This design comes from an exercise in tuning for small area on the open sky130 flow, not from production work.
In this exercise RTL edits were held to simulation tests only and were not proved equivalent to the original.

[design.v]
module integer_operation(
  input         clock,
  input         reset,
  input         clear,
  input         valid,
  input  [19:0] op,
  input  [31:0] in_1,
  input  [31:0] in_2,
  input  [4:0]  RS_idx_i,
  input         hold,           
  output reg        result_valid,
  output reg [31:0] result,
  output reg [4:0]  RS_idx_o,
  output reg        branch_finish,
  output reg        branch_true
);
  function [32:0] add33;
    input [32:0] a, b;
    input        cin;
    integer k;
    reg c;
    begin
      c = cin;
      for (k = 0; k < 33; k = k + 1) begin
        add33[k] = a[k] ^ b[k] ^ c;
        c = (a[k] & b[k]) | (c & (a[k] ^ b[k]));
      end
    end
  endfunction
  wire        use_sub = op[3] | (~op[4] & (op[5] | (~op[6] & ~op[7] & ~op[8] & op[9])));
  wire [32:0] sum = add33({in_1[31], in_1}, {in_2[31], in_2} ^ {33{use_sub}}, use_sub);
  wire        eq  = ~|sum[31:0];
  wire        lt  = sum[32];
  wire        gt  = ~lt & ~eq;
  wire        cmp = (op[13] & eq) | (op[11] & lt) | (op[12] & gt);
  wire        left = op[6];
  reg  [31:0] sh_in, sh_rev;
  integer i;
  always @(*)
    for (i = 0; i < 32; i = i + 1) sh_in[i] = left ? in_1[31 - i] : in_1[i];
  wire [31:0] sh_out = $signed({op[8] & ~op[7] & ~left & in_1[31], sh_in}) >>> in_2[4:0];
  always @(*)
    for (i = 0; i < 32; i = i + 1) sh_rev[i] = left ? sh_out[31 - i] : sh_out[i];
  reg  [31:0] alu;
  always @(*) begin
    if (op[0])      alu = in_1 & in_2;
    else if (op[1]) alu = in_1 | in_2;
    else if (op[2]) alu = in_1 ^ in_2;
    else if (op[3]) alu = {31'h0, cmp};
    else if (op[4]) alu = sum[31:0];
    else if (op[5]) alu = sum[31:0];
    else if (op[6] | op[7] | op[8]) alu = sh_rev;
    else if (op[9]) alu = {31'h0, cmp};
    else            alu = sum[31:0];
  end
  always @(posedge clock or posedge reset) begin
    if (reset) begin
      result_valid  <= 1'b0;
      branch_finish <= 1'b0;
      branch_true   <= 1'b0;
    end else if (clear) begin
      result_valid  <= 1'b0;
      branch_finish <= 1'b0;
      branch_true   <= 1'b0;
    end else begin
      result_valid  <= valid;
      branch_finish <= valid & op[9];
      branch_true   <= cmp;
    end
  end
  always @(posedge clock) begin
    if (!hold) begin
      result   <= alu;
      RS_idx_o <= RS_idx_i;
    end
  end
endmodule
module muldiv_operation #(
  parameter DIV_CYCLE = 10,
  parameter MUL_CYCLE = 6
) (
  input         clock,
  input         reset,
  input         clear,
  input         valid,
  input         mul1_div0,
  input  [1:0]  in_sign,
  input  [31:0] operation_in_1,
  input  [31:0] operation_in_2,
  input  [4:0]  RS_idx_i,
  output reg        result_valid,
  output     [31:0] result,
  output reg [4:0]  RS_idx_o
);
  function [32:0] add33;
    input [32:0] a, b;
    input        cin;
    integer k;
    reg c;
    begin
      c = cin;
      for (k = 0; k < 33; k = k + 1) begin
        add33[k] = a[k] ^ b[k] ^ c;
        c = (a[k] & b[k]) | (c & (a[k] ^ b[k]));
      end
    end
  endfunction
  function [31:0] cneg32;
    input [31:0] a;
    input        n;
    integer k;
    reg c;
    begin
      c = n;
      for (k = 0; k < 32; k = k + 1) begin
        cneg32[k] = a[k] ^ n ^ c;
        c = (a[k] ^ n) & c;
      end
    end
  endfunction
  reg  [3:0]  cnt;
  reg         busy;
  reg         m_mul;
  reg         d_neg;     
  reg         q_neg;     
  reg  [31:0] ra;        
  reg  [31:0] rb;        
  reg  [32:0] acc;       
  wire        a_neg = in_sign[0] & operation_in_1[31];
  wire        b_neg = in_sign[1] & operation_in_2[31];
  reg  [32:0] x, xs, yb, y;
  reg  [3:0]  qb;
  reg         hi, mid, lo, two, zero, inv;
  integer k;
  always @(*) begin
    x = acc;
    for (k = 0; k < 4; k = k + 1) begin
      hi  = rb[31 - 2*k];
      mid = rb[30 - 2*k];
      lo  = rb[29 - 2*k];
      if (m_mul) begin
        two  = (hi & ~mid & ~lo) | (~hi & mid & lo);
        zero = (hi & mid & lo) | (~hi & ~mid & ~lo);
        inv  = hi;
        xs   = {x[30:0], 2'b00};
      end else begin
        two  = 1'b0;
        zero = 1'b0;
        inv  = ~(x[32] ^ d_neg);
        xs   = {x[31:0], rb[31 - k]};
      end
      yb = two ? {ra, 1'b0} : {d_neg, ra};
      y  = (yb & {33{~zero}}) ^ {33{inv}};
      x  = add33(xs, y, inv);
      qb[3 - k] = ~x[32];
    end
  end
  assign result = m_mul ? acc[31:0] : cneg32(rb, q_neg);
  always @(posedge clock or posedge reset) begin
    if (reset) begin
      cnt <= 4'h0; busy <= 1'b0; result_valid <= 1'b0;
    end else if (clear) begin
      cnt <= 4'h0; busy <= 1'b0; result_valid <= 1'b0;
    end else begin
      result_valid <= 1'b0;
      if (!busy) begin
        if (valid) begin
          busy <= 1'b1;
          cnt  <= mul1_div0 ? MUL_CYCLE - 1 : DIV_CYCLE - 1;
        end
      end else if (cnt == 4'h1) begin
        busy         <= 1'b0;
        cnt          <= 4'h0;
        result_valid <= 1'b1;
      end else begin
        cnt <= cnt - 4'h1;
      end
    end
  end
  always @(posedge clock) begin
    if (!busy) begin
      if (valid) begin
        m_mul    <= mul1_div0;
        d_neg    <= ~mul1_div0 & b_neg;
        q_neg    <= (a_neg ^ b_neg) & (|operation_in_2);
        ra       <= mul1_div0 ? operation_in_1 : operation_in_2;
        rb       <= mul1_div0 ? operation_in_2 : cneg32(operation_in_1, a_neg);
        acc      <= 33'h0;
        RS_idx_o <= RS_idx_i;
      end
    end else if (cnt != 4'h1) begin
      acc <= x;
      rb  <= m_mul ? {rb[23:0], 8'h00} : {rb[27:0], qb};
    end
  end
endmodule
module RiscvCoreTop(
  input         clock,
  input         reset,
  input         decoder_if_inst_valid,
  input         decoder_if_exe_op_store,
  input         decoder_if_exe_op_load,
  input         decoder_if_exe_op_muldivb_s,
  input         decoder_if_exe_op_muldiva_s,
  input         decoder_if_exe_op_div,
  input         decoder_if_exe_op_mul,
  input         decoder_if_exe_op_equal,
  input         decoder_if_exe_op_large,
  input         decoder_if_exe_op_less,
  input         decoder_if_exe_op_jr,
  input         decoder_if_exe_op_br,
  input         decoder_if_exe_op_sra,
  input         decoder_if_exe_op_srl,
  input         decoder_if_exe_op_sll,
  input         decoder_if_exe_op_sub,
  input         decoder_if_exe_op_add,
  input         decoder_if_exe_op_set,
  input         decoder_if_exe_op_xor,
  input         decoder_if_exe_op_or,
  input         decoder_if_exe_op_and,
  input  [31:0] decoder_if_imm,
  input         decoder_if_imm_valid,
  input  [31:0] decoder_if_pc_out,
  input         decoder_if_pc_valid,
  input  [4:0]  decoder_if_rs_idx,
  input         decoder_if_rs_idx_valid,
  input  [4:0]  decoder_if_rt_idx,
  input         decoder_if_rt_idx_valid,
  input  [4:0]  decoder_if_rd_idx,
  input         decoder_if_rd_idx_valid,
  output        fetcher_if_stall_fetch,
  output        fetcher_if_re_jump_en,
  output [31:0] fetcher_if_re_jump_addr,
  output [4:0]  datamem_if_RS_idx_i,
  input  [4:0]  datamem_if_RS_idx_o,
  output        datamem_if_st_valid,
  input         datamem_if_st_ready,
  output [31:0] datamem_if_st_addr,
  output [31:0] datamem_if_st_data,
  output        datamem_if_ld_valid,
  input         datamem_if_ld_ready,
  output [31:0] datamem_if_ld_addr,
  input  [31:0] datamem_if_ld_data,
  input         datamem_if_ld_data_valid
);
  integer i, j;
  function [31:0] add32;
    input [31:0] a, b;
    integer k;
    reg c;
    begin
      c = 1'b0;
      for (k = 0; k < 32; k = k + 1) begin
        add32[k] = a[k] ^ b[k] ^ c;
        c = (a[k] & b[k]) | (c & (a[k] ^ b[k]));
      end
    end
  endfunction
  function [31:0] dec5;
    input [4:0] a;
    integer k;
    for (k = 0; k < 32; k = k + 1) dec5[k] = (a == k);
  endfunction
  function [15:0] dec4;
    input [3:0] a;
    integer k;
    for (k = 0; k < 16; k = k + 1) dec4[k] = (a == k);
  endfunction
  reg  [31:0] rf    [1:31];
  reg  [31:1] rf_w;                
  reg  [31:0] rs_busy;
  reg  [3:0]  rs_slot [0:31];      
  reg  [3:0]  rob_h, rob_t;
  reg  [1:0]  rob_type  [0:15];    
  reg         rob_ready [0:15];
  reg  [31:0] rob_value [0:15];
  reg  [31:0] rob_dest  [0:15];
  reg  [3:0]  irs_v;
  reg         irs_old [0:3][0:3];  
  reg  [3:0]  irs_fn   [0:3];      
  reg  [2:0]  irs_cm   [0:3];      
  reg  [4:0]  irs_dest [0:3];
  reg  [4:0]  irs_qj   [0:3];
  reg  [4:0]  irs_qk   [0:3];
  reg  [31:0] irs_vj   [0:3];
  reg  [31:0] irs_vk   [0:3];
  reg  [2:0]  mrs_h, mrs_t;
  reg  [1:0]  mrs_n;
  reg  [2:0]  mrs_op   [0:2];      
  reg  [4:0]  mrs_dest [0:2];
  reg  [4:0]  mrs_qj   [0:2];
  reg  [4:0]  mrs_qk   [0:2];
  reg  [31:0] mrs_vj   [0:2];
  reg  [31:0] mrs_vk   [0:2];
  reg  [2:0]  lrs_h, lrs_t;
  reg  [1:0]  lrs_n;
  reg  [1:0]  lrs_op   [0:2];      
  reg  [4:0]  lrs_dest [0:2];
  reg  [4:0]  lrs_qj   [0:2];
  reg  [4:0]  lrs_qk   [0:2];
  reg  [31:0] lrs_vj   [0:2];
  reg  [31:0] lrs_vk   [0:2];
  reg  [31:0] lrs_a    [0:2];
  reg  [1:0]  cdb_st;              
  reg         cdb_v;
  reg  [31:0] cdb_res;
  reg  [4:0]  cdb_dst;
  reg  [31:0] mem_rcy_res;
  reg  [4:0]  mem_rcy_dst;
  reg         int_st, md_st, ld_st;
  reg         stall_st;
  reg         r_int, r_br, r_st, r_ld, r_md;
  wire [15:0] t_oh = dec4(rob_t);
  wire [15:0] h_oh = dec4(rob_h);
  reg  [1:0]  hd_type;
  reg         hd_ready;
  reg  [31:0] hd_value, hd_dest;
  always @(*) begin
    hd_type = 2'h0; hd_ready = 1'b0; hd_value = 32'h0; hd_dest = 32'h0;
    for (i = 0; i < 16; i = i + 1) begin
      hd_type  = hd_type  | (rob_type[i]  & {2{t_oh[i]}});
      hd_ready = hd_ready | (rob_ready[i] & t_oh[i]);
      hd_value = hd_value | (rob_value[i] & {32{t_oh[i]}});
      hd_dest  = hd_dest  | (rob_dest[i]  & {32{t_oh[i]}});
    end
  end
  wire        rob_empty = rob_h == rob_t;
  wire        rob_full  = (rob_h + 4'h1) == rob_t;
  wire        rob_deq   = hd_ready & ~rob_empty;
  wire        flush     = rob_deq & (hd_type == 2'h2) & ~hd_value[0];
  wire        commit_rf = rob_deq & (hd_type == 2'h1);
  assign fetcher_if_re_jump_en   = flush;
  assign fetcher_if_re_jump_addr = hd_dest;
  assign datamem_if_st_valid     = hd_ready & (hd_type == 2'h3);
  assign datamem_if_st_addr      = hd_dest;
  assign datamem_if_st_data      = hd_value;
  wire [19:0] op = {decoder_if_exe_op_store, decoder_if_exe_op_load,
    decoder_if_exe_op_muldivb_s, decoder_if_exe_op_muldiva_s,
    decoder_if_exe_op_div, decoder_if_exe_op_mul, decoder_if_exe_op_equal,
    decoder_if_exe_op_large, decoder_if_exe_op_less, decoder_if_exe_op_jr,
    decoder_if_exe_op_br, decoder_if_exe_op_sra, decoder_if_exe_op_srl,
    decoder_if_exe_op_sll, decoder_if_exe_op_sub, decoder_if_exe_op_add,
    decoder_if_exe_op_set, decoder_if_exe_op_xor, decoder_if_exe_op_or,
    decoder_if_exe_op_and};
  wire c_int = (|op[8:0]) | (~op[9] & (|op[13:11]));
  wire c_br  = op[9];
  wire c_st  = op[19];
  wire c_ld  = op[18];
  wire c_md  = op[14] | op[15];
  wire is_ib = c_int | c_br;                  
  wire is_ls = ~is_ib & (c_st | c_ld);        
  wire is_md = ~is_ib & ~c_st & ~c_ld & c_md;
  wire is_st = is_ls & c_st;
  wire irs_full  = &irs_v;
  wire mrs_full  = mrs_n == 2'h3;
  wire lrs_full  = lrs_n == 2'h3;
  wire mrs_empty = mrs_n == 2'h0;
  wire lrs_empty = lrs_n == 2'h0;
  wire dv     = decoder_if_inst_valid;
  wire enq_ib = dv & is_ib & ~irs_full & ~rob_full;
  wire enq_ls = dv & is_ls & ~lrs_full & ~rob_full;
  wire enq_md = dv & is_md & ~mrs_full & ~rob_full;
  wire enq    = enq_ib | enq_ls | enq_md;
  wire wr_rd  = (enq_ib & c_int) | (enq_ls & ~c_st) | enq_md;
  wire [4:0] enq_tag = {1'b0, rob_h} + 5'h1;
  wire stall0 = dv & (is_ib ? (irs_full | rob_full) :
                      (c_st | c_ld) ? (lrs_full | rob_full) :
                      c_md & (mrs_full | rob_full));
  wire stall1 = rob_full | (irs_full & (r_int | r_br)) |
                (lrs_full & (r_st | r_ld)) | (mrs_full & r_md);
  assign fetcher_if_stall_fetch = stall_st ? stall1 : stall0;
  wire [31:0] ra_oh = dec5(decoder_if_rs_idx);
  wire [31:0] rb_oh = dec5(decoder_if_rt_idx);
  reg  [31:0] rf_a, rf_b;
  reg  [3:0]  a_slot, b_slot;
  always @(*) begin
    rf_a = 32'h0; rf_b = 32'h0; a_slot = 4'h0; b_slot = 4'h0;
    for (i = 1; i < 32; i = i + 1) begin
      rf_a = rf_a | (rf[i] & {32{ra_oh[i] & rf_w[i]}});
      rf_b = rf_b | (rf[i] & {32{rb_oh[i] & rf_w[i]}});
    end
    for (i = 0; i < 32; i = i + 1) begin
      a_slot = a_slot | (rs_slot[i] & {4{ra_oh[i]}});
      b_slot = b_slot | (rs_slot[i] & {4{rb_oh[i]}});
    end
  end
  wire        a_busy = |(rs_busy & ra_oh);
  wire        b_busy = |(rs_busy & rb_oh);
  wire [15:0] as_oh  = dec4(a_slot);
  wire [15:0] bs_oh  = dec4(b_slot);
  reg         a_rdy, b_rdy;
  reg  [31:0] a_rv, b_rv;
  always @(*) begin
    a_rdy = 1'b0; b_rdy = 1'b0; a_rv = 32'h0; b_rv = 32'h0;
    for (i = 0; i < 16; i = i + 1) begin
      a_rdy = a_rdy | (rob_ready[i] & as_oh[i]);
      b_rdy = b_rdy | (rob_ready[i] & bs_oh[i]);
      a_rv  = a_rv  | (rob_value[i] & {32{as_oh[i]}});
      b_rv  = b_rv  | (rob_value[i] & {32{bs_oh[i]}});
    end
  end
  wire [4:0]  a_tag  = {1'b0, a_slot} + 5'h1;
  wire [4:0]  b_tag  = {1'b0, b_slot} + 5'h1;
  wire        a_cdb  = cdb_v & (cdb_dst == a_tag);
  wire        b_cdb  = cdb_v & (cdb_dst == b_tag);
  wire [31:0] va = ~a_busy ? rf_a : a_rdy ? a_rv : cdb_res;
  wire [31:0] vb = ~b_busy ? rf_b : b_rdy ? b_rv : cdb_res;
  wire [4:0]  qa = (a_busy & ~a_rdy & ~a_cdb) ? a_tag : 5'h0;
  wire [4:0]  qb = (b_busy & ~b_rdy & ~b_cdb) ? b_tag : 5'h0;
  localparam F_AND = 4'd0, F_OR = 4'd1, F_XOR = 4'd2, F_CMP = 4'd3, F_ADD = 4'd4,
             F_SUB = 4'd5, F_SLL = 4'd6, F_SRL = 4'd7, F_SRA = 4'd8;
  wire [3:0] ib_fn = op[0] ? F_AND : op[1] ? F_OR : op[2] ? F_XOR : op[3] ? F_CMP :
                     op[4] ? F_ADD : op[5] ? F_SUB : op[6] ? F_SLL : op[7] ? F_SRL :
                     op[8] ? F_SRA : op[9] ? F_CMP : F_ADD;
  wire [31:0] ib_vk = (c_int & ~decoder_if_rt_idx_valid) ?
                      (decoder_if_exe_op_jr ? decoder_if_pc_out : decoder_if_imm) : vb;
  wire [4:0]  ib_qk = (c_int & ~decoder_if_rt_idx_valid) ? 5'h0 : qb;
  wire [3:0] irs_rdy;
  genvar g;
  generate for (g = 0; g < 4; g = g + 1) begin : g_irs_rdy
    assign irs_rdy[g] = irs_v[g] & (irs_qj[g] == 5'h0) & (irs_qk[g] == 5'h0);
  end endgenerate
  reg  [3:0] irs_sel;
  always @(*) begin
    for (i = 0; i < 4; i = i + 1) begin
      irs_sel[i] = irs_rdy[i];
      for (j = 0; j < 4; j = j + 1)
        if (j < i && irs_rdy[j] && irs_old[j][i]) irs_sel[i] = 1'b0;
        else if (j > i && irs_rdy[j] && !irs_old[i][j]) irs_sel[i] = 1'b0;
    end
  end
  wire        int_ready;
  wire        int_issue = (|irs_rdy) & (~int_st | int_ready);
  reg  [3:0]  alu_fn;
  reg  [2:0]  alu_cm;
  reg  [4:0]  alu_dest;
  reg  [31:0] alu_a, alu_b;
  always @(*) begin
    alu_fn = 4'h0; alu_cm = 3'h0; alu_dest = 5'h0; alu_a = 32'h0; alu_b = 32'h0;
    for (i = 0; i < 4; i = i + 1) begin
      alu_fn   = alu_fn   | (irs_fn[i]   & {4{irs_sel[i]}});
      alu_cm   = alu_cm   | (irs_cm[i]   & {3{irs_sel[i]}});
      alu_dest = alu_dest | (irs_dest[i] & {5{irs_sel[i]}});
      alu_a    = alu_a    | (irs_vj[i]   & {32{irs_sel[i]}});
      alu_b    = alu_b    | (irs_vk[i]   & {32{irs_sel[i]}});
    end
  end
  wire [8:0]  alu_oh = 9'h1 << alu_fn;
  wire        int_v;
  wire        int_hold;
  wire [31:0] int_res;
  wire [4:0]  int_dst;
  wire        int_unused_bf, int_unused_bt;
  integer_operation u_alu (
    .clock(clock), .reset(reset), .clear(flush), .valid(int_issue),
    .op({6'h0, alu_cm, 2'h0, alu_oh[8:0]}),
    .in_1(alu_a), .in_2(alu_b), .RS_idx_i(alu_dest), .hold(int_hold),
    .result_valid(int_v), .result(int_res), .RS_idx_o(int_dst),
    .branch_finish(int_unused_bf), .branch_true(int_unused_bt));
  wire        md_ready;
  reg  [2:0]  md_op;
  reg  [4:0]  md_hqj, md_hqk, md_hdest;
  reg  [31:0] md_hvj, md_hvk;
  always @(*) begin
    md_op = 3'h0; md_hqj = 5'h0; md_hqk = 5'h0; md_hdest = 5'h0; md_hvj = 32'h0; md_hvk = 32'h0;
    for (i = 0; i < 3; i = i + 1) begin
      md_op    = md_op    | (mrs_op[i]   & {3{mrs_t[i]}});
      md_hqj   = md_hqj   | (mrs_qj[i]   & {5{mrs_t[i]}});
      md_hqk   = md_hqk   | (mrs_qk[i]   & {5{mrs_t[i]}});
      md_hdest = md_hdest | (mrs_dest[i] & {5{mrs_t[i]}});
      md_hvj   = md_hvj   | (mrs_vj[i]   & {32{mrs_t[i]}});
      md_hvk   = md_hvk   | (mrs_vk[i]   & {32{mrs_t[i]}});
    end
  end
  wire        md_hd_rdy = ~mrs_empty & (md_hqj == 5'h0) & (md_hqk == 5'h0);
  wire        md_issue  = md_hd_rdy & (~md_st | md_ready);
  wire        md_v;
  wire [31:0] md_res;
  wire [4:0]  md_dst;
  muldiv_operation #(.DIV_CYCLE(10), .MUL_CYCLE(6)) u_md (
    .clock(clock), .reset(reset), .clear(flush), .valid(md_issue),
    .mul1_div0(md_op[0]), .in_sign(md_op[2:1]),
    .operation_in_1(md_hvj), .operation_in_2(md_hvk),
    .RS_idx_i(md_hdest),
    .result_valid(md_v), .result(md_res), .RS_idx_o(md_dst));
  wire        mem_ready;
  reg  [1:0]  ls_op;
  reg  [4:0]  ls_hqj, ls_hqk, ls_dest;
  reg  [31:0] ls_hvj, ls_ha, ls_data;
  always @(*) begin
    ls_op = 2'h0; ls_hqj = 5'h0; ls_hqk = 5'h0; ls_dest = 5'h0;
    ls_hvj = 32'h0; ls_ha = 32'h0; ls_data = 32'h0;
    for (i = 0; i < 3; i = i + 1) begin
      ls_op   = ls_op   | (lrs_op[i]   & {2{lrs_t[i]}});
      ls_hqj  = ls_hqj  | (lrs_qj[i]   & {5{lrs_t[i]}});
      ls_hqk  = ls_hqk  | (lrs_qk[i]   & {5{lrs_t[i]}});
      ls_dest = ls_dest | (lrs_dest[i] & {5{lrs_t[i]}});
      ls_hvj  = ls_hvj  | (lrs_vj[i]   & {32{lrs_t[i]}});
      ls_ha   = ls_ha   | (lrs_a[i]    & {32{lrs_t[i]}});
      ls_data = ls_data | (lrs_vk[i]   & {32{lrs_t[i]}});
    end
  end
  wire        ls_rdy  = ~lrs_empty & (ls_hqj == 5'h0) & (ls_hqk == 5'h0);
  wire [31:0] ls_addr = add32(ls_hvj, ls_ha);
  wire        st_set  = ls_op[1] & ls_rdy;
  reg         addr_match;
  always @(*) begin
    addr_match = 1'b0;
    for (i = 0; i < 16; i = i + 1)
      addr_match = addr_match | ((rob_type[i] == 2'h3) & (rob_dest[i] == ls_addr));
  end
  wire        ld_issue = ~addr_match & ls_op[0] & ls_rdy & (~ld_st | mem_ready);
  wire        ls_deq   = ld_issue | st_set;
  assign datamem_if_ld_valid = ld_issue;
  assign datamem_if_ld_addr  = ls_addr;
  assign datamem_if_RS_idx_i = ls_dest;
  wire mem_v = datamem_if_ld_data_valid;
  assign int_ready = (int_v & ~mem_v & ~md_v & (cdb_st == 2'h0)) | (cdb_st == 2'h2);
  assign md_ready  = md_v & (cdb_st == 2'h0);
  assign int_hold  = (cdb_st == 2'h0) & int_v & (mem_v | md_v) & ~(mem_v & md_v);
  assign mem_ready = (mem_v & ~md_v & (cdb_st == 2'h0)) | (cdb_st == 2'h1);
  always @(posedge clock or posedge reset) begin
    if (reset) begin
      cdb_st <= 2'h0;
      cdb_v  <= 1'b0;
    end else if (flush) begin
      cdb_st <= 2'h0;
      cdb_v  <= 1'b0;
    end else if (cdb_st == 2'h0) begin
      cdb_v  <= md_v | mem_v | int_v;
      cdb_st <= (md_v & mem_v) ? 2'h1 : (int_v & (mem_v | md_v)) ? 2'h2 : 2'h0;
    end else if (cdb_st == 2'h1 || cdb_st == 2'h2) begin
      cdb_v  <= 1'b1;
      cdb_st <= 2'h0;
    end else begin
      cdb_v  <= 1'b0;
    end
  end
  always @(posedge clock) begin
    mem_rcy_res <= datamem_if_ld_data;
    mem_rcy_dst <= datamem_if_RS_idx_o;
    if (cdb_st == 2'h1) begin
      cdb_res <= mem_rcy_res;
      cdb_dst <= mem_rcy_dst;
    end else if (cdb_st == 2'h2) begin
      cdb_res <= int_res;
      cdb_dst <= int_dst;
    end else if (md_v) begin
      cdb_res <= md_res;
      cdb_dst <= md_dst;
    end else if (mem_v) begin
      cdb_res <= datamem_if_ld_data;
      cdb_dst <= datamem_if_RS_idx_o;
    end else begin
      cdb_res <= int_res;
      cdb_dst <= int_dst;
    end
  end
  wire [15:0] cdb_oh;
  generate for (g = 0; g < 16; g = g + 1) begin : g_cdb_oh
    assign cdb_oh[g] = cdb_v & (cdb_dst == g + 1);
  end endgenerate
  always @(posedge clock or posedge reset) begin
    if (reset) begin
      int_st <= 1'b0; md_st <= 1'b0; ld_st <= 1'b0; stall_st <= 1'b0;
      r_int <= 1'b0; r_br <= 1'b0; r_st <= 1'b0; r_ld <= 1'b0; r_md <= 1'b0;
    end else if (flush) begin
      int_st <= 1'b0; md_st <= 1'b0; ld_st <= 1'b0; stall_st <= 1'b0;
      r_int <= 1'b0; r_br <= 1'b0; r_st <= 1'b0; r_ld <= 1'b0; r_md <= 1'b0;
    end else begin
      int_st   <= int_st ? ~int_ready : int_issue;
      md_st    <= md_st  ? ~md_ready  : md_issue;
      ld_st    <= ld_st  ? ~mem_ready : ld_issue;
      stall_st <= fetcher_if_stall_fetch;
      r_int <= c_int; r_br <= c_br; r_st <= c_st; r_ld <= c_ld; r_md <= c_md;
    end
  end
  wire [31:0] wr_oh  = dec5(hd_dest[4:0]) & {32{~hd_dest[5]}};
  wire [31:0] rd_oh  = dec5(decoder_if_rd_idx);
  always @(posedge clock or posedge reset) begin
    if (reset) begin
      rf_w <= 31'h0;
    end else begin
      for (i = 1; i < 32; i = i + 1)
        if (commit_rf && wr_oh[i]) rf_w[i] <= 1'b1;
    end
  end
  always @(posedge clock) begin
    for (i = 1; i < 32; i = i + 1)
      if (commit_rf && wr_oh[i]) rf[i] <= hd_value;
  end
  wire [31:0] cm_oh = dec5(hd_dest[4:0]);
  always @(posedge clock or posedge reset) begin
    if (reset) begin
      rs_busy <= 32'h0;
    end else if (flush) begin
      rs_busy <= 32'h0;
    end else begin
      for (i = 0; i < 32; i = i + 1) begin
        if (wr_rd && rd_oh[i])
          rs_busy[i] <= 1'b1;
        else if (commit_rf && cm_oh[i] && rs_slot[i] == rob_t)
          rs_busy[i] <= 1'b0;
      end
    end
  end
  always @(posedge clock) begin
    for (i = 0; i < 32; i = i + 1)
      if (wr_rd && rd_oh[i]) rs_slot[i] <= rob_h;
  end
  wire [31:0] pc_inc   = add32({2'b00, decoder_if_pc_out[31:2]}, 32'h1);
  wire [31:0] enq_dest = is_ib ? (c_int ? {27'h0, decoder_if_rd_idx} :
                                          {pc_inc[29:0], decoder_if_pc_out[1:0]}) :
                         is_st ? 32'h0 : {27'h0, decoder_if_rd_idx};
  wire [1:0]  enq_type = is_ib ? (c_int ? 2'h1 : 2'h2) : is_st ? 2'h3 : 2'h1;
  wire [15:0] st_oh;
  generate for (g = 0; g < 16; g = g + 1) begin : g_st_oh
    assign st_oh[g] = st_set & (ls_dest == g + 1);
  end endgenerate
  always @(posedge clock or posedge reset) begin
    if (reset) begin
      rob_h <= 4'h0; rob_t <= 4'h0;
      for (i = 0; i < 16; i = i + 1) begin rob_type[i] <= 2'h0; rob_ready[i] <= 1'b0; end
    end else if (flush) begin
      rob_h <= 4'h0; rob_t <= 4'h0;
      for (i = 0; i < 16; i = i + 1) begin rob_type[i] <= 2'h0; rob_ready[i] <= 1'b0; end
    end else begin
      if (enq) rob_h <= rob_h + 4'h1;
      if (rob_deq) rob_t <= rob_t + 4'h1;
      for (i = 0; i < 16; i = i + 1) begin
        if (rob_deq && t_oh[i]) begin
          rob_type[i]  <= 2'h0;
          rob_ready[i] <= 1'b0;
        end else if (enq && h_oh[i]) begin
          rob_type[i]  <= enq_type;
          rob_ready[i] <= 1'b0;
        end else if (cdb_oh[i] || st_oh[i]) begin
          rob_ready[i] <= 1'b1;
        end
      end
    end
  end
  always @(posedge clock) begin
    for (i = 0; i < 16; i = i + 1) begin
      if (enq && h_oh[i]) begin
        rob_dest[i]  <= enq_dest;
      end else if (cdb_oh[i]) begin
        rob_value[i] <= cdb_res;
      end else if (st_oh[i]) begin
        rob_value[i] <= ls_data;
        rob_dest[i]  <= ls_addr;
      end
    end
  end
  wire [3:0] irs_free = ~irs_v;
  wire [3:0] irs_at   = enq_ib ? (irs_free & ~{irs_free[2:0], 1'b0} & ~{irs_free[1:0], 2'b0} &
                                  ~{irs_free[0], 3'b0}) : 4'h0;
  always @(posedge clock or posedge reset) begin
    if (reset) irs_v <= 4'h0;
    else if (flush) irs_v <= 4'h0;
    else irs_v <= (irs_v & ~(irs_sel & {4{int_issue}})) | irs_at;
  end
  always @(posedge clock) begin
    for (i = 0; i < 4; i = i + 1) begin
      if (irs_at[i]) begin
        irs_fn[i] <= ib_fn; irs_cm[i] <= op[13:11]; irs_dest[i] <= enq_tag;
        irs_qj[i] <= qa; irs_vj[i] <= va;
        irs_qk[i] <= ib_qk; irs_vk[i] <= ib_vk;
        for (j = 0; j < 4; j = j + 1) begin
          if (j < i) irs_old[j][i] <= 1'b1;
          if (j > i) irs_old[i][j] <= 1'b0;
        end
      end else if (cdb_v) begin
        if (irs_qj[i] == cdb_dst) begin irs_qj[i] <= 5'h0; irs_vj[i] <= cdb_res; end
        if (irs_qk[i] == cdb_dst) begin irs_qk[i] <= 5'h0; irs_vk[i] <= cdb_res; end
      end
    end
  end
  always @(posedge clock or posedge reset) begin
    if (reset) begin
      mrs_h <= 3'h1; mrs_t <= 3'h1; mrs_n <= 2'h0;
      lrs_h <= 3'h1; lrs_t <= 3'h1; lrs_n <= 2'h0;
    end else if (flush) begin
      mrs_h <= 3'h1; mrs_t <= 3'h1; mrs_n <= 2'h0;
      lrs_h <= 3'h1; lrs_t <= 3'h1; lrs_n <= 2'h0;
    end else begin
      if (enq_md) mrs_h <= {mrs_h[1:0], mrs_h[2]};
      if (md_issue) mrs_t <= {mrs_t[1:0], mrs_t[2]};
      mrs_n <= mrs_n + {1'b0, enq_md} - {1'b0, md_issue};
      if (enq_ls) lrs_h <= {lrs_h[1:0], lrs_h[2]};
      if (ls_deq) lrs_t <= {lrs_t[1:0], lrs_t[2]};
      lrs_n <= lrs_n + {1'b0, enq_ls} - {1'b0, ls_deq};
    end
  end
  always @(posedge clock) begin
    for (i = 0; i < 3; i = i + 1) begin
      if (enq_md && mrs_h[i]) begin
        mrs_op[i] <= {op[17], op[16], op[14]}; mrs_dest[i] <= enq_tag;
        mrs_qj[i] <= qa; mrs_vj[i] <= va;
        mrs_qk[i] <= qb; mrs_vk[i] <= vb;
      end else if (cdb_v) begin
        if (mrs_qj[i] == cdb_dst) begin mrs_qj[i] <= 5'h0; mrs_vj[i] <= cdb_res; end
        if (mrs_qk[i] == cdb_dst) begin mrs_qk[i] <= 5'h0; mrs_vk[i] <= cdb_res; end
      end
      if (enq_ls && lrs_h[i]) begin
        lrs_op[i] <= {op[19], op[18]}; lrs_dest[i] <= enq_tag;
        lrs_qj[i] <= qa; lrs_vj[i] <= va;
        lrs_qk[i] <= is_st ? qb : 5'h0; lrs_vk[i] <= vb;
        lrs_a[i] <= decoder_if_imm;
      end else if (cdb_v) begin
        if (lrs_qj[i] == cdb_dst) begin lrs_qj[i] <= 5'h0; lrs_vj[i] <= cdb_res; end
        if (lrs_qk[i] == cdb_dst) begin lrs_qk[i] <= 5'h0; lrs_vk[i] <= cdb_res; end
      end
    end
  end
endmodule
[run.sh]
#!/bin/bash
# synth_recipe.tcl (not shown) runs the flow's synth.tcl, then flattens the netlist and writes it again
# the make line also repeats each setting of config.mk as NAME=value (left out here)
make -C /OpenROAD-flow-scripts/flow DESIGN_CONFIG=/design/flow/config.mk WORK_HOME=/design/flow/orfs CLKGATE_MAP_FILE= SYNTH_SCRIPT=/design/flow/synth_recipe.tcl finish
[config.mk]
export PLATFORM = sky130hd
export DESIGN_NAME = RiscvCoreTop
export DESIGN_NICKNAME = RiscvCoreTop
export VERILOG_FILES = /design/flow/design.v
export SDC_FILE = /design/flow/constraint.sdc
export NUM_CORES = 8
export LEC_CHECK = 0
export CAP_MARGIN = 40
export CORE_MARGIN = 2
export CORE_UTILIZATION = 50
export CTS_CLUSTER_DIAMETER = 100
export CTS_CLUSTER_SIZE = 20
export PLACE_DENSITY = 0.62
export SETUP_SLACK_MARGIN = 5
export SLEW_MARGIN = 40
[constraint.sdc]
create_clock -name core_clock -period 100.0 [get_ports {clock}]
set_input_delay 20.0000 -clock core_clock [delete_from_list [all_inputs] [get_ports {clock}]]
set_output_delay 20.0000 -clock core_clock [all_outputs]
set_load 0.01 [all_outputs]
==> results.sh <==
export IMPL_synth_simple_area_share_pct=10.9
export IMPL_ys_seq_elements=3453
export IMPL_ys_async_sr_fraction_pct=4.58
export IMPL_cap_violations=0
export IMPL_clk_latency_ns=1.04
export IMPL_grtUsageTotal_pct=47.9
export IMPL_slew_headroom_pct=25.5
export IMPL_cpPeakStageDelay_ns=0.66
export IMPL_syn_inst=16667
export IMPL_nNetsFinal=16619
export IMPL_p_sw_share_pct=45.6
export IMPL_area_delta_synth_final_pct=8.64
export IMPL_path_buf_inv=9
export IMPL_cts_tree="done"
export IMPL_antenna_left=0
export IMPL_root_buffer="clkbuf_16"
export IMPL_start_kind="flop"
export IMPL_slowest_stage="o21ai_4"
export IMPL_ys_types=110
export IMPL_post_cts_buffers=0
export IMPL_rows=223
export IMPL_arrival_ns=64.78
export IMPL_rsz0062_at_grt="no"
export IMPL_power_leakage_nw=69.6
export IMPL_die_y_microns=613
export IMPL_synth_most_common_cell="edfxtp_1"
export IMPL_worstHoldPathType="reg2reg"
export IMPL_die_area_sq_mm=0.376
export IMPL_gr_total_overflow=0
export IMPL_clkTransAtPathRegs_ns=0.09
export IMPL_reg2reg_depth=161
export IMPL_final_cells=21235
export IMPL_synth_adder_area_share_pct=3.20
export IMPL_synth_xor_area_share_pct=4.73
export IMPL_fin_hold_ws_ns=0.449
export IMPL_slew_viol_final=0
export IMPL_finalPower_w=0.00891
export IMPL_grt_first_pass_wirelength_mm=1250
export IMPL_routed_wl_mm=930
export IMPL_synth_top_family_by_area="compound AO/OA/AOI/OAI gates"
export IMPL_hold_violations=0
export IMPL_skew_ns=0.118
export IMPL_critical_path_max_fanout=33
export IMPL_ys_seq_area_share_pct=55.0
export IMPL_drt_iter0_drc=37490
export IMPL_vias=163653
export IMPL_synth_fp_nets=17178
export IMPL_synth_flop_cell="edfxtp_1"
export IMPL_path_delay_family="adder cells"
export IMPL_dp_slack_ns=35.54
export IMPL_switchingPower_w=0.00406
export IMPL_max_freq_mhz=15.6
export IMPL_synth_compound_area_share_pct=19.1
export IMPL_synth_top_area_share_pct=52.0
export IMPL_cts_sinks=3453
export IMPL_period_needed_ns=64.04
export IMPL_p_per_area_mw_per_mm2=44.2
export IMPL_setup_ws_ns=35.96
export IMPL_antenna_found_initial=66
export IMPL_firstDrtPassIters=15
export IMPL_critical_path_class="reg2reg"
export IMPL_synthTopCellsByCount="edfxtp_1, clkbuf_1, nand2_1, nor2_1, a21oi_1"
export IMPL_grt_pass1_vias=149661
export IMPL_start_util_pct=50.3
export IMPL_drc_errors=0
export IMPL_drt_met1_wl_mm=306
export IMPL_peakVddDrop_uv=177
export IMPL_rr_endpoint="u_md.rb[0]"
export IMPL_ys_top_cells_by_area="edfxtp_1, a221oi_1, a22o_1"
export IMPL_wl_per_cell_microns=43.8
export IMPL_drive_above_1_share_pct=10.6
export IMPL_synth_area_mux_share_pct=2.82
export IMPL_avgViaCountPerCell=7.71
export IMPL_finalSetupTns_ns=0
export IMPL_end_kind="flop"
export IMPL_die_w_microns=613
export IMPL_nFillCells=32001
export IMPL_p_seq_share_pct=25.4
export IMPL_hpwl_mm=573
export IMPL_outcome="finished clean"
export IMPL_wl_met3_mm=166
export IMPL_postCtsHoldBufs=0
export IMPL_hold_end="cdb_dst[1]"
export IMPL_setup_viol=0
export IMPL_power_frac_clock_pct=10.2
export IMPL_wl_met2_mm=365
export IMPL_yosys_area_top_type="edfxtp_1"
export IMPL_highest_layer="met5"
export IMPL_rrSetupSlack_ns=35.96
export IMPL_tightest_slew_ns=1.12
export IMPL_avgSynthCellArea_sq_um=11.1
export IMPL_io_pins=284
export IMPL_coreArea_sq_mm=0.369
export IMPL_grt_max_degree=104
export IMPL_h_tree_depth=4
export IMPL_holdPathStages=2
export IMPL_pwr_share_comb_pct=64.4
export IMPL_routabilityCongestion=1.04
export IMPL_yosysWarningCount=30
export IMPL_synth_edff_count=3215
export IMPL_finalCritPeriodShare_pct=64.0
export IMPL_cpMostUsedCell="fa_1"
export IMPL_placed_cells=20841
export IMPL_intPower_w=0.00485
export IMPL_rr_startpoint="u_md.rb[29]"
export IMPL_port_buffers=277
export IMPL_syn_cell_area_sq_mm=0.186
export IMPL_critPathRequiredTime_ns=100.74
export IMPL_cts_resized=0
export IMPL_hold_start="mem_rcy_dst[1]"
export IMPL_clockBufferDepth=4
export IMPL_numCtsBuffers=200
[state kept, by name, indices dropped and copies added, names as in the netlist, 33 cells and up]
register and flops:
lrs_vj 96, u_md.acc 33, rob_dest 512, mrs_vj 96
rob_value 512, irs_vj 128, mrs_vk 96, lrs_vk 96
rs_slot 128, rf 992, lrs_a 96, irs_vk 128
[placed cells by master (no fill, tap or decap), types with 124 or more instances in the layout]
cell,count
ha_1,177
buf_4,545
fa_1,155
xor2_1,406
edfxtp_1,3215
o21ai_0,946
nand2_1,1266
a22oi_1,625
clkbuf_16,203
nor4_1,124
dfrtp_1,140
a221oi_1,709
clkdlybuf4s50_1,269
xnor2_1,590
mux2_2,193
mux2i_1,267
inv_1,301
nor3_1,251
nand3_1,212
a22o_1,695
a21oi_1,1078
nor2_1,1193
a222oi_1,288
nand4_1,560
[how the worst max path moves through the flow]
stage | start | to | slack (ns) | cells past startpoint
after floorplan | u_md.rb[29] | u_md.rb[0] | 39.64 | 162
after global placement | u_md.rb[29] | u_md.rb[0] | 35.58 | 161
after detailed placement | u_md.rb[29] | u_md.rb[0] | 35.54 | 161
after CTS | u_md.rb[29] | u_md.rb[0] | 35.49 | 161
after global routing | u_md.rb[29] | u_md.rb[0] | 33.45 | 161
final | u_md.rb[29] | u_md.rb[0] | 35.96 | 161
[cell families (layout without fill, tap and decap cells)]
group | after synthesis | after routing
buf+inv | 2031 | 1591
flops | 3453 | 3453
xor+xnor | 1004 | 1004
mux | 480 | 480
other cells | 0 | 58
fa+ha+maj | 364 | 364
simple gates | 4281 | 4281
compound gates | 5054 | 5054
[routing by layer]
metal / global-route usage (%) / up-vias
li1: - / 62974
met1: 58.8 / 79439
met2: 65.1 / 16585
met3: 22.4 / 4593
met4: 36.1 / 62
met5: 1.49 / -
[power groups by stage]
stage | logic, W | registers, W | clock network, W
finish | 0.00574 | 0.00227 | 0.000906
global route | 0.00622 | 0.00227 | 0.000941
CTS | 0.00560 | 0.00226 | 0.000896
detailed placement | 0.00558 | 0.00229 | 0
global placement | 0.00553 | 0.00229 | 0
floorplan | 0.00371 | 0.00224 | 0
[metrics by stage]
step	area, sq um	utilization, %
after floorplan	186000	-
after global placement	194000	52.6
after detailed placement	195000	52.9
after CTS	201000	54.4
after global routing	202000	54.6
final	202000	54.6
[final cells by class]
| type | instances | area [sq um] | area share, % |
|---|---|---|---|
| tap | 4950 | 6190 | 3.07 |
| inverter | 318 | 1210 | 0.602 |
| timing repair buffer | 952 | 8380 | 4.16 |
| sequential | 3453 | 102000 | 50.6 |
| antenna | 58 | 145 | 0.0719 |
| clock buffer | 298 | 5440 | 2.69 |
| multi-input combinational | 11183 | 77900 | 38.6 |
| clock inverter | 23 | 360 | 0.179 |
[worst min-delay path, delay by kind of cell (launching register included)]
kind            cells  cell delay [ns]
compound gates      1             0.05
simple gates        1             0.05
flops               1             0.33

==> re-timing with driven ports <==
How much do the figures lean on ideal ports? The routed layout below was timed once more, with nothing changed but the port constraints.
Step 1: set_driving_cell puts a clkbuf_16 on clock and a buf_2 on each other input, an assumption about the parent block.
Step 2 also shifts input and output timing later by t, the mid clock arrival at the registers, as if the neighbouring blocks saw the same clock.
Three values: ideal, step 1, step 2; two values: the first two.
t (ns): 1.109
slack for setup (ns): 35.962 / 35.962 / 35.962
worst register clock-pin slew, ns: 0.11 / 0.11
worst data-port slew with drivers (ns): 0.33
pins driven straight from the clock port: 1
After both steps this run still meets setup and hold. The setup slack of this run moves by 0.000 ns with the drivers and by 0.000 ns with both steps.
